This design comes from an exercise in tuning for small area and a short achievable clock period on the open sky130 flow, not from production work. RTL that was checked went through simulation tests only; none was proved equivalent to the original. No activity file was given, so power comes from the tool's default toggle rates.

==> flow/design.v (excerpt) <==
module ArquitecturaHybridARMIPS(input logic clk, reset,
										  output logic [31:0] imem_addr,
										  input logic [31:0] imem_rdata,
										  output logic [31:0] mem_addr,
										  output logic dmem_we,
										  output logic [31:0] dmem_wdata,
										  input logic [31:0] dmem_rdata,
										  output logic pmem_we,
										  output logic [1:0] pmem_wdata,
										  input logic [1:0] pmem_rdata,
										  output logic rf_we,
										  output logic [3:0] rf_waddr,
										  output logic [31:0] rf_wdata);
	logic [31:0] pc;                   
	logic [31:0] ir;                   
	logic        ir_v;
	logic [15:0] ir_s1, ir_s2;         
	logic        ir_pc;                
	logic [31:0] e_a, e_b, e_wd;
	logic [3:0]  e_rd;
	logic        e_sub;
	logic        e_add, e_shl, e_shr, e_or, e_avr, e_cum;
	logic        e_rw, e_br, e_cmp, e_mw, e_mpw, e_ldr, e_lpx;
	logic [2:0]  e_cond;
	logic [31:0] m_res, m_wd;
	logic [3:0]  m_rd;
	logic        m_rw, m_br, m_mw, m_mpw, m_ldr, m_lpx, m_cmp, m_a31, m_nb31;
	logic [31:0] w_res;
	logic [3:0]  w_rd;
	logic        w_rw, w_br;
	logic        f_z, f_n, f_v;
	logic [31:0] rf [16];
	logic [15:0] rf_v;
	always_ff @(posedge clk) begin
		if (reset) pc <= 32'b0;
		else if (w_br) pc <= w_res;
		else pc <= pc + 32'd1;
		ir <= imem_rdata;
		ir_v <= ~reset;
		ir_s1 <= rf_v_next & ~{16{f_pcq}} & f_s1;
		ir_s2 <= rf_v_next & ~{16{f_pcq}} & f_s2;
		ir_pc <= f_pcq;
	end
	assign imem_addr = pc;
  ...
For scale: about 3600 cells after synthesis, about 860 flip-flops, ~210 I/O pins, roughly 41000 um^2 of cells after synthesis.
export LEC_CHECK = 0
export CAP_MARGIN = 20
export CORE_MARGIN = 5
export CORE_UTILIZATION = 40
export CTS_BUF_LIST = sky130_fd_sc_hd__clkbuf_16
export CTS_CLUSTER_DIAMETER = 80
export CTS_CLUSTER_SIZE = 30
export SLEW_MARGIN = 20
create_clock -name core_clock -period 14.0 [get_ports {clk}]
standard.sh (not shown) runs the stock make flow with config.mk's settings and CLKGATE_MAP_FILE= SYNTH_SCRIPT=/design/flow/synth_recipe.tcl, a recipe that flattens the netlist after the stock synthesis.
==> flow/flow/run.sh <==
#!/bin/bash
# The standard synthesis and layout (standard.sh), with two changes in
# how the layout is made:
#  - timing repair aims at a tighter setup target (a slack margin) than the
#    clock period alone asks for;
#  - the port buffers are plain buf_2 cells instead of delay buffers.
set -o pipefail
bash standard.sh SETUP_SLACK_MARGIN=10.5 "BUFFER_PORTS_ARGS=-buffer_cell sky130_fd_sc_hd__buf_2" finish > standard.log 2>&1
Change:
--- a/flow/design.v
+++ b/flow/design.v
@@ -67,40 +67,36 @@
 	logic [3:0]  w_rd;
 	logic        w_rw, w_br;
 	logic        f_z, f_n, f_v;
 	logic [31:0] rf [16];
 	logic [15:0] rf_v;
 	always_ff @(posedge clk) begin
 		if (reset) pc <= 32'b0;
 		else if (w_br) pc <= w_res;
 		else pc <= pc + 32'd1;
 		ir <= imem_rdata;
 		ir_v <= ~reset;
-		ir_s1 <= rf_v_next & ~{16{f_pcq}} & f_s1;
-		ir_s2 <= rf_v_next & ~{16{f_pcq}} & f_s2;
+		for (int k = 0; k < 16; k++) begin
+			ir_s1[k] <= rf_v_next[k] & ~f_pcq & (f_p1 == k[3:0]);
+			ir_s2[k] <= rf_v_next[k] & ~f_pcq & (f_p2 == k[3:0]);
+		end
 		ir_pc <= f_pcq;
 	end
 	assign imem_addr = pc;
-	logic [15:0] f_rn, f_rd, f_rs, f_s1, f_s2;
-	logic        f_cmp, f_mem, f_pcq;
-	always_comb
-		for (int k = 0; k < 16; k++) begin
-			f_rn[k] = imem_rdata[21:18] == k[3:0];
-			f_rd[k] = imem_rdata[17:14] == k[3:0];
-			f_rs[k] = imem_rdata[13:10] == k[3:0];
-		end
+	logic [3:0] f_p1, f_p2;
+	logic       f_cmp, f_pcq;
 	assign f_cmp = (imem_rdata[28:27] == 2'd0) & (imem_rdata[25:22] == 4'd7);
-	assign f_mem = imem_rdata[28:27] == 2'd1;
-	assign f_s1  = f_cmp ? f_rd : f_rn;
-	assign f_s2  = f_mem ? f_rd : ((f_cmp & ~imem_rdata[26]) ? f_rn : f_rs);
-	assign f_pcq = (f_cmp & imem_rdata[26]) ? f_rd[15] : f_rn[15];
+	assign f_p1  = f_cmp ? imem_rdata[17:14] : imem_rdata[21:18];
+	assign f_p2  = (imem_rdata[28:27] == 2'd1) ? imem_rdata[17:14] :
+	               ((f_cmp & ~imem_rdata[26]) ? imem_rdata[21:18] : imem_rdata[13:10]);
+	assign f_pcq = ((f_cmp & imem_rdata[26]) ? imem_rdata[17:14] : imem_rdata[21:18]) == 4'hf;
 	logic [1:0] cls;
 	logic       immf;
 	logic [3:0] op, Rn, Rd, Rs;
 	logic       isD, isM, isB;
 	logic       dSUB, dADD, dMOV, dORR, dCMP, dLSL, dLSR, dAVR, dCUM;
 	logic       mSTR, mLPX, mSPX, mLDR;
 	logic       d_sx, a_en, bimm, br2, sub;
 	logic [31:0] imm32, R1, R2, B;
 	logic [7:0]  cs_s, cs_c;
 	assign cls  = ir[28:27];
 	assign immf = ir[26];
The new run went through all stages and came out clean.
Worst setup slack is worse by 0.044 ns.
Sequential cell count is unchanged.
Global-route usage falls by 0.31 points.
Die area came out lower slightly.
Via count came out lower slightly.
Synthesized area falls slightly.
Final cell count shrinks by a few percent.
Hold slack hardly moves.
First-iteration DRC count came out lower by a little under a tenth.
Clock power drops by a few percent.
Critical path depth went up by 6.

---

RTL: one of the versions met above, not the one the previous note started from.
For scale: about 860 flip-flops, roughly 210 I/O pins.
export LEC_CHECK = 0
export CAP_MARGIN = 20
export CORE_MARGIN = 5
export CORE_UTILIZATION = 50
export CTS_BUF_LIST = sky130_fd_sc_hd__clkbuf_16
export CTS_CLUSTER_DIAMETER = 80
export CTS_CLUSTER_SIZE = 30
export SLEW_MARGIN = 20
create_clock -name core_clock -period 14.0 [get_ports {clk}]
==> flow/flow/run.sh <==
#!/bin/bash
# The standard synthesis and layout (standard.sh), with two changes in
# how the layout is made:
#  - timing repair aims at a tighter setup target (a slack margin) than the
#    clock period alone asks for;
#  - the port buffers are plain buf_2 cells instead of delay buffers.
set -o pipefail
bash standard.sh SETUP_SLACK_MARGIN=10 "BUFFER_PORTS_ARGS=-buffer_cell sky130_fd_sc_hd__buf_2" finish > standard.log 2>&1
The first run produced a clean layout.
Then changed:
--- a/flow/design.v
+++ b/flow/design.v
@@ -72,26 +72,30 @@
 	always_ff @(posedge clk) begin
 		if (reset) pc <= 32'b0;
 		else if (w_br) pc <= w_res;
 		else pc <= pc + 32'd1;
 		ir <= imem_rdata;
 		ir_v <= ~reset;
+		ir_s1 <= rf_v_next & ~{16{f_pcq}} & f_s1;
+		ir_s2 <= rf_v_next & ~{16{f_pcq}} & f_s2;
+		ir_pc <= f_pcq;
+	end
+	assign imem_addr = pc;
+	logic [15:0] f_rn, f_rd, f_rs, f_s1, f_s2;
+	logic        f_cmp, f_mem, f_pcq;
+	always_comb
 		for (int k = 0; k < 16; k++) begin
-			ir_s1[k] <= rf_v_next[k] & ~f_pcq & (f_p1 == k[3:0]);
-			ir_s2[k] <= rf_v_next[k] & ~f_pcq & (f_p2 == k[3:0]);
-		end
-		ir_pc <= f_pcq;
-	end
-	assign imem_addr = pc;
-	logic [3:0] f_p1, f_p2;
-	logic       f_cmp, f_pcq;
+			f_rn[k] = imem_rdata[21:18] == k[3:0];
+			f_rd[k] = imem_rdata[17:14] == k[3:0];
+			f_rs[k] = imem_rdata[13:10] == k[3:0];
+		end
 	assign f_cmp = (imem_rdata[28:27] == 2'd0) & (imem_rdata[25:22] == 4'd7);
-	assign f_p1  = f_cmp ? imem_rdata[17:14] : imem_rdata[21:18];
-	assign f_p2  = (imem_rdata[28:27] == 2'd1) ? imem_rdata[17:14] :
-	               ((f_cmp & ~imem_rdata[26]) ? imem_rdata[21:18] : imem_rdata[13:10]);
-	assign f_pcq = ((f_cmp & imem_rdata[26]) ? imem_rdata[17:14] : imem_rdata[21:18]) == 4'hf;
+	assign f_mem = imem_rdata[28:27] == 2'd1;
+	assign f_s1  = f_cmp ? f_rd : f_rn;
+	assign f_s2  = f_mem ? f_rd : ((f_cmp & ~imem_rdata[26]) ? f_rn : f_rs);
+	assign f_pcq = (f_cmp & imem_rdata[26]) ? f_rd[15] : f_rn[15];
 	logic [1:0] cls;
 	logic       immf;
 	logic [3:0] op, Rn, Rd, Rs;
 	logic       isD, isM, isB;
 	logic       dSUB, dADD, dMOV, dORR, dCMP, dLSL, dLSR, dAVR, dCUM;
 	logic       mSTR, mLPX, mSPX, mLDR;
The changed run completed with no timing, DRC or antenna violations.
Total power came out higher by 1.1%.
Non-clock buffer count came out higher by 3.
Global-route usage came out higher by 1.2 points.
Routed wire length came out higher by 4.6%.
Worst hold slack hardly moves.
Cell count came out higher by 1.2%.
Worst setup slack gets better by 0.025 ns.

---

== the previous run ==
Another version of the RTL of ArquitecturaHybridARMIPS (not shown whole).
Size in the first run: roughly 3800 cells after synthesis, roughly 860 flip-flops, roughly 210 I/O pins, ~41000 um2 of cells after synthesis.
export LEC_CHECK = 0
export CAP_MARGIN = 20
export CORE_MARGIN = 5
export CORE_UTILIZATION = 65
export SLEW_MARGIN = 20
create_clock -name core_clock -period 14.0 [get_ports {clk}]
Scripts as last shown in full above: flow/flow/run.sh
Input-level comparison between the current run and the previous run:
diff --git a/flow/design.v b/flow/design.v
--- a/flow/design.v
+++ b/flow/design.v
@@ -72,16 +72,16 @@
 	always_ff @(posedge clk) begin
 		if (reset) pc <= 32'b0;
 		else if (w_br) pc <= w_res;
 		else pc <= pc + 32'd1;
 		ir <= imem_rdata;
 		ir_v <= ~reset;
 		for (int k = 0; k < 16; k++) begin
-			ir_s1[k] <= ~f_pcq & (f_p1 == k[3:0]);
-			ir_s2[k] <= ~f_pcq & (f_p2 == k[3:0]);
+			ir_s1[k] <= rf_v_next[k] & ~f_pcq & (f_p1 == k[3:0]);
+			ir_s2[k] <= rf_v_next[k] & ~f_pcq & (f_p2 == k[3:0]);
 		end
 		ir_pc <= f_pcq;
 	end
 	assign imem_addr = pc;
 	logic [3:0] f_p1, f_p2;
 	logic       f_cmp, f_pcq;
 	assign f_cmp = (imem_rdata[28:27] == 2'd0) & (imem_rdata[25:22] == 4'd7);
@@ -122,16 +122,16 @@
 	assign mLDR = isM & (ir[26:25] == 2'd3);
 	assign d_sx = ~(dORR | dLSL | dLSR);
 	assign imm32 = (cls == 2'd2) ? {5'b0, ir[26:0]} : {{18{d_sx & ir[13]}}, ir[13:0]};
 	always_comb begin
 		R1 = 32'b0;
 		R2 = 32'b0;
 		for (int k = 0; k < 16; k++) begin
-			if (rf_v[k] && ir_s1[k]) R1 = R1 | rf[k];
-			if (rf_v[k] && ir_s2[k]) R2 = R2 | rf[k];
+			if (ir_s1[k]) R1 = R1 | rf[k];
+			if (ir_s2[k]) R2 = R2 | rf[k];
 		end
 		if (ir_pc) begin
 			R1 = R1 | pc;
 			R2 = R2 | pc;
 		end
 	end
 	assign a_en = ~((dMOV & immf) | isB);
@@ -177,20 +177,22 @@
 	assign big  = |e_b[31:5];
 	assign shl  = big ? 32'b0 : (e_a << e_b[4:0]);
 	assign shr  = big ? 32'b0 : (e_a >> e_b[4:0]);
 	assign csum = {2'b0, e_b[7:0]} + {1'b0, e_b[15:8], 1'b0};
 	AverageUnit avg (csum, avr);
 	assign cum  = (e_b[31:8] == 24'b0) & (e_a[7:0] >= e_b[7:0]);
 	assign nb31 = (e_b[30:0] == {31{1'b1}}) ? ~e_b[31] : e_b[31];
-	assign res = (e_add ? sum : 32'b0)
-	           | (e_shl ? shl : 32'b0)
-	           | (e_shr ? shr : 32'b0)
-	           | (e_or  ? (e_a | e_b) : 32'b0)
-	           | (e_avr ? {24'b0, avr} : 32'b0)
-	           | (e_cum ? {31'b0, cum} : 32'b0);
+	logic g;
+	assign g = ~reset;
+	assign res = ((g & e_add) ? sum : 32'b0)
+	           | ((g & e_shl) ? shl : 32'b0)
+	           | ((g & e_shr) ? shr : 32'b0)
+	           | ((g & e_or)  ? (e_a | e_b) : 32'b0)
+	           | ((g & e_avr) ? {24'b0, avr} : 32'b0)
+	           | ((g & e_cum) ? {31'b0, cum} : 32'b0);
 	assign z = m_cmp ? (m_res == 32'b0) : f_z;
 	assign n = m_cmp ? m_res[31] : f_n;
 	assign v = m_cmp ? ((m_a31 == m_nb31) & (m_res[31] != m_a31)) : f_v;
 	always_comb
 		case (e_cond)
 			3'd0: condi = z;
 			3'd1: condi = ~z;
@@ -198,26 +200,25 @@
 			3'd3: condi = (n != v);
 			3'd4: condi = ~z & (n == v);
 			3'd5: condi = z | (n != v);
 			3'd6: condi = 1'b0;
 			default: condi = 1'b1;
 		endcase
 	always_ff @(posedge clk) begin
+		m_res  <= res;
 		m_wd   <= e_wd;
 		m_rd   <= e_rd;
 		m_ldr  <= e_ldr;
 		m_lpx  <= e_lpx;
 		m_a31  <= e_a[31];
 		m_nb31 <= nb31;
 		if (reset) begin
-			m_res <= 32'b0;
 			m_rw <= 1'b0; m_br <= 1'b0; m_mw <= 1'b0; m_mpw <= 1'b0; m_cmp <= 1'b0;
 			f_z <= 1'b0; f_n <= 1'b0; f_v <= 1'b0;
 		end else begin
-			m_res <= res;
 			m_rw  <= e_rw & condi;
 			m_br  <= e_br & condi;
 			m_mw  <= e_mw;
 			m_mpw <= e_mpw;
 			m_cmp <= e_cmp;
 			f_z <= z; f_n <= n; f_v <= v;
 		end
@@ -238,15 +239,17 @@
 			w_rw <= m_rw;
 			w_br <= m_br;
 		end
 	end
 	assign rf_we    = w_rw;
 	assign rf_waddr = w_rd;
 	assign rf_wdata = w_res;
+	logic [15:0] rf_v_next;
+	always_comb
+		for (int k = 0; k < 16; k++)
+			rf_v_next[k] = ~reset & (rf_v[k] | (m_rw && m_rd == k[3:0]));
 	always_ff @(posedge clk) begin
 		for (int k = 0; k < 16; k++)
 			if (m_rw && m_rd == k[3:0]) rf[k] <= m_out;
-		if (reset) rf_v <= 16'b0;
-		else for (int k = 0; k < 16; k++)
-			if (m_rw && m_rd == k[3:0]) rf_v[k] <= 1'b1;
+		rf_v <= rf_v_next;
 	end
 endmodule
==> summary.txt <==
- On final critical-path setup slack, the previous run loses to the current run.
- Diff the current run and the previous run: via count higher in the previous run
- The portion of the clock cycle consumed by the worst path in the final layout number comes out lower for the current run vs the previous run.
- When the current run is set beside the previous run, its number of antenna violations at the first check in global routing turns out to be 2 smaller.
- Post-route standard cell area excluding fillers for the current run is lower than for the previous run.
- Changes observed in the current run relative to the previous run: post-cts sizing count went up by about 28%; x dimension of the die went down by 0.89%.
- Looking at peak fanout along the critical path across the current run and the previous run, the one that comes out higher is the previous run.
- Non-clock buffer instance count of the final layout (the current run vs. the previous run) increases slightly
- Comparing the current run and the previous run, the higher data arrival time of the critical path is on the previous run.
No functional check of the RTL was part of the previous run.

-- separate check: timing with driven ports --
The flow's constraints put no driver on any port. The routed layouts listed below were extracted and timed again, unchanged, in two steps.
Step 1 (the two cells are an assumption about what drives the block):
set clk [get_ports {clk}]
set_driving_cell -lib_cell sky130_fd_sc_hd__clkbuf_16 $clk
set_driving_cell -lib_cell sky130_fd_sc_hd__buf_2 [delete_from_list [all_inputs] $clk]
Step 2 adds t to the input delays and takes it off the output delays; t is the mean of the earliest and latest rising clock arrival at the registers after step 1. Input paths then give back, and output paths get back, about the clock's delay inside the block.
Three values: ideal, step 1, step 2; two values: the first two.
run | shift t [ns] | slack for setup (ns) | worst register clock-pin slew, ns | pins driven straight from the clock port
the first run of note 1 | 0.710 | 9.998 / 9.925 / 9.399 | 0.12 / 0.12 | 1
the second run of note 1 | 0.706 | 9.954 / 9.898 / 9.289 | 0.12 / 0.12 | 1
the first run of note 2 | 0.692 | 9.934 / 9.928 / 9.263 | 0.12 / 0.12 | 1
the second run of note 2 | 0.701 | 9.958 / 9.886 / 9.403 | 0.12 / 0.12 | 1
the previous run | 0.693 | 9.743 / 9.765 / 9.072 | 0.07 / 0.07 | 1
the current run | 0.711 | 9.905 / 9.894 / 9.183 | 0.07 / 0.07 | 1
After both steps setup and hold are still met in every run listed. The setup slack of the current run, which loses most, moves by -0.011 ns with the drivers and by -0.722 ns with both steps.
